Background: an optimization exercise with open tools, aiming at small area, a short achievable clock period and few clock cycles. Do not read the settings as production practice. Function was checked by simulation only, so behaviour that the tests miss may differ from the original.

## riscv
module riscv (input  logic        clk, clr,
              input  logic [31:0] RD_instr, RD_data,
              output logic [31:0] PCF,
              output logic [31:0] ALUResultM, WriteDataM,
              output logic        MemWriteM,
              output logic [3:0]  byteEnable);
    logic        stallF, redirE, predF, takeTgtF;
    logic [31:0] pcTgtF;
    logic [31:0] targetE;
    logic [31:1] pcF;
    assign PCF = {pcF, 1'b0};
    always_ff @(posedge clk or posedge clr)
        if (clr)           pcF <= '0;
        else if (takeTgtF) pcF <= pcTgtF[31:1];
        else if (redirE)   pcF <= targetE[31:1];
        else if (!stallF)  pcF <= pcF + 31'd1 + 31'd1;
    wire [31:0] iF   = RD_instr;
    wire [4:0]  op   = iF[6:2];
    wire [2:0]  f3   = iF[14:12];
    wire [4:0]  rdF  = iF[11:7];
    wire [4:0]  rs1F = iF[19:15];
    wire [4:0]  rs2F = iF[24:20];
    wire isLUI   = op == 5'b01101;
    wire isAUIPC = op == 5'b00101;
    wire isJAL   = op == 5'b11011;
    wire isJALR  = op == 5'b11001;
    wire isBr    = op == 5'b11000;
    wire isLd    = op == 5'b00000;
    wire isSt    = op == 5'b01000;
    wire isOpI   = op == 5'b00100;
    wire isOp    = op == 5'b01100;
    wire isMul   = isOp & iF[25];
    wire isAlu   = isOpI | isOp & ~iF[25];
    wire writesRd = isLUI | isAUIPC | isJAL | isJALR | isLd | isOpI | isOp;
    wire useRs1   = ~op[0] | ~op[2] & ~op[1];
    wire useRs2   = op[3] & ~op[0];
    wire [31:0] immI = {{20{iF[31]}}, iF[31:20]};
    wire [31:0] immS = {{20{iF[31]}}, iF[31:25], iF[11:7]};
    wire [31:0] immB = {{20{iF[31]}}, iF[7], iF[30:25], iF[11:8], 1'b0};
    wire [31:0] immJ = {{12{iF[31]}}, iF[19:12], iF[20], iF[30:21], 1'b0};
  ...
Settings: LEC_CHECK=0, CAP_MARGIN=20, CORE_MARGIN=2, CORE_UTILIZATION=45, SLEW_MARGIN=20, SYNTH_HIERARCHICAL=1; clock period 12.0 ns.
standard.sh (not shown) runs the stock make flow with config.mk's settings and CLKGATE_MAP_FILE= SYNTH_SCRIPT=/design/flow/synth_recipe.tcl, a recipe that flattens the netlist after the stock synthesis.
==> flow/flow/run.sh <==
#!/bin/bash
set -euo pipefail
R=orfs/results/sky130hd/riscv/base
DU="sky130_fd_sc_hd__probe_p_8 sky130_fd_sc_hd__probec_p_8 sky130_fd_sc_hd__lpflow_bleeder_1 sky130_fd_sc_hd__lpflow_clkbufkapwr_1 sky130_fd_sc_hd__lpflow_clkbufkapwr_16 sky130_fd_sc_hd__lpflow_clkbufkapwr_2 sky130_fd_sc_hd__lpflow_clkbufkapwr_4 sky130_fd_sc_hd__lpflow_clkbufkapwr_8 sky130_fd_sc_hd__lpflow_clkinvkapwr_1 sky130_fd_sc_hd__lpflow_clkinvkapwr_16 sky130_fd_sc_hd__lpflow_clkinvkapwr_2 sky130_fd_sc_hd__lpflow_clkinvkapwr_4 sky130_fd_sc_hd__lpflow_clkinvkapwr_8 sky130_fd_sc_hd__lpflow_decapkapwr_12 sky130_fd_sc_hd__lpflow_decapkapwr_3 sky130_fd_sc_hd__lpflow_decapkapwr_4 sky130_fd_sc_hd__lpflow_decapkapwr_6 sky130_fd_sc_hd__lpflow_decapkapwr_8 sky130_fd_sc_hd__lpflow_inputiso0n_1 sky130_fd_sc_hd__lpflow_inputiso0p_1 sky130_fd_sc_hd__lpflow_inputiso1n_1 sky130_fd_sc_hd__lpflow_inputiso1p_1 sky130_fd_sc_hd__lpflow_inputisolatch_1 sky130_fd_sc_hd__lpflow_isobufsrc_1 sky130_fd_sc_hd__lpflow_isobufsrc_16 sky130_fd_sc_hd__lpflow_isobufsrc_2 sky130_fd_sc_hd__lpflow_isobufsrc_4 sky130_fd_sc_hd__lpflow_isobufsrc_8 sky130_fd_sc_hd__lpflow_isobufsrckapwr_16 sky130_fd_sc_hd__lpflow_lsbuf_lh_hl_isowell_tap_1 sky130_fd_sc_hd__lpflow_lsbuf_lh_hl_isowell_tap_2 sky130_fd_sc_hd__lpflow_lsbuf_lh_hl_isowell_tap_4 sky130_fd_sc_hd__lpflow_lsbuf_lh_isowell_4 sky130_fd_sc_hd__lpflow_lsbuf_lh_isowell_tap_1 sky130_fd_sc_hd__lpflow_lsbuf_lh_isowell_tap_2 sky130_fd_sc_hd__lpflow_lsbuf_lh_isowell_tap_4 sky130_fd_sc_hd__clkdlybuf4s* sky130_fd_sc_hd__dlygate4sd* sky130_fd_sc_hd__dlymetal6s*"

bash standard.sh synth > std_synth.log 2>&1
cp $R/1_2_yosys.v std_1_2_yosys.v
cp orfs/logs/sky130hd/riscv/base/1_2_yosys.log std_1_2_yosys.log

sed "s|SYNTH_SCRIPT=[^ ]*|SYNTH_SCRIPT=$PWD/flow/synth_split.tcl|" standard.sh > split.sh
rm -f $R/1_2_yosys.v $R/1_2_yosys.sdc $R/1_synth.odb $R/1_synth.sdc
bash split.sh synth > split_synth.log 2>&1
python3 flow/regcheck.py std_1_2_yosys.v $R/1_2_yosys.v > regcheck.log 2>&1

bash split.sh SETUP_SLACK_MARGIN=7.5 "DONT_USE_CELLS=$DU" finish > layout.log 2>&1
Other scripts of this flow, unchanged in this note and not shown: flow/flow/regcheck.py, flow/flow/synth_split.tcl
Testbench counts at the start, summed over its fixed seeds: cycles 17,224.
Edit:
--- a/flow/flow/run.sh
+++ b/flow/flow/run.sh
@@ -15 +15 @@
-bash split.sh SETUP_SLACK_MARGIN=7.5 "DONT_USE_CELLS=$DU" finish > layout.log 2>&1
+bash split.sh SETUP_SLACK_MARGIN=6.9 "DONT_USE_CELLS=$DU" finish > layout.log 2>&1
The new run completed without violations.
Clock-buffer cell count climbs by 12.
Hold slack gains 0.032 ns.
Synthesized cell count stays the same.
Fmax drops by 11%.
Edit:
--- a/flow/flow/run.sh
+++ b/flow/flow/run.sh
@@ -15 +15 @@
-bash split.sh SETUP_SLACK_MARGIN=6.9 "DONT_USE_CELLS=$DU" finish > layout.log 2>&1
+bash split.sh SETUP_SLACK_MARGIN=7.2 "DONT_USE_CELLS=$DU" finish > layout.log 2>&1
=> Final cell count grows slightly; cell area grows slightly; routed wire length shrinks slightly; sequential cell count stays the same; count of clock-buffer cells in the layout shrinks by 5.
Edit:
--- a/flow/flow/run.sh
+++ b/flow/flow/run.sh
@@ -15 +15 @@
-bash split.sh SETUP_SLACK_MARGIN=7.2 "DONT_USE_CELLS=$DU" finish > layout.log 2>&1
+bash split.sh SETUP_SLACK_MARGIN=7.5 "DONT_USE_CELLS=$DU" finish > layout.log 2>&1
- CTS_BUF_LIST: default -> sky130_fd_sc_hd__clkbuf_4 sky130_fd_sc_hd__clkbuf_8 sky130_fd_sc_hd__clkbuf_16
- The new run passed the timing, design-rule and antenna checks
- first-iteration DRC count went down by a few percent
- global-route usage goes up by 2.3 points
- non-clock buffer count rose by 125
- routed wire length rose by a few percent
- cell count went up slightly
- utilization went up by 1.3 points
- register-to-register slack gains 0.26 ns

[re-timing with driven ports]
The flow's constraints put no driver on any port. The routed layouts listed below were extracted and timed again, unchanged, in two steps.
Step 1, drivers: a clkbuf_16 drives clk and a buf_2 each remaining input, both assumed.
Step 2, shift: input delay + t, output delay - t, t = (earliest + latest rising clock arrival at the registers) / 2. This alone moves slack from input paths to output paths.
a / b / c = no drivers / after step 1 / after step 2; a / b = the first two.
run	t (ns)	slack for setup (ns)	hold WS [ns]
the first run	0.924	7.359 / 7.293 / 6.369	0.319 / 0.319 / 0.319
the second run	0.948	6.807 / 6.746 / 5.799	0.352 / 0.352 / 0.352
the third run	0.952	7.080 / 7.077 / 6.125	0.354 / 0.354 / 0.354
the fourth run	0.929	7.353 / 7.353 / 6.442	0.346 / 0.346 / 0.346
After both steps setup and hold are still met in every run listed. For the second run, which loses most, drivers alone change the setup slack by -0.061 ns; drivers and shift together by -1.008 ns.
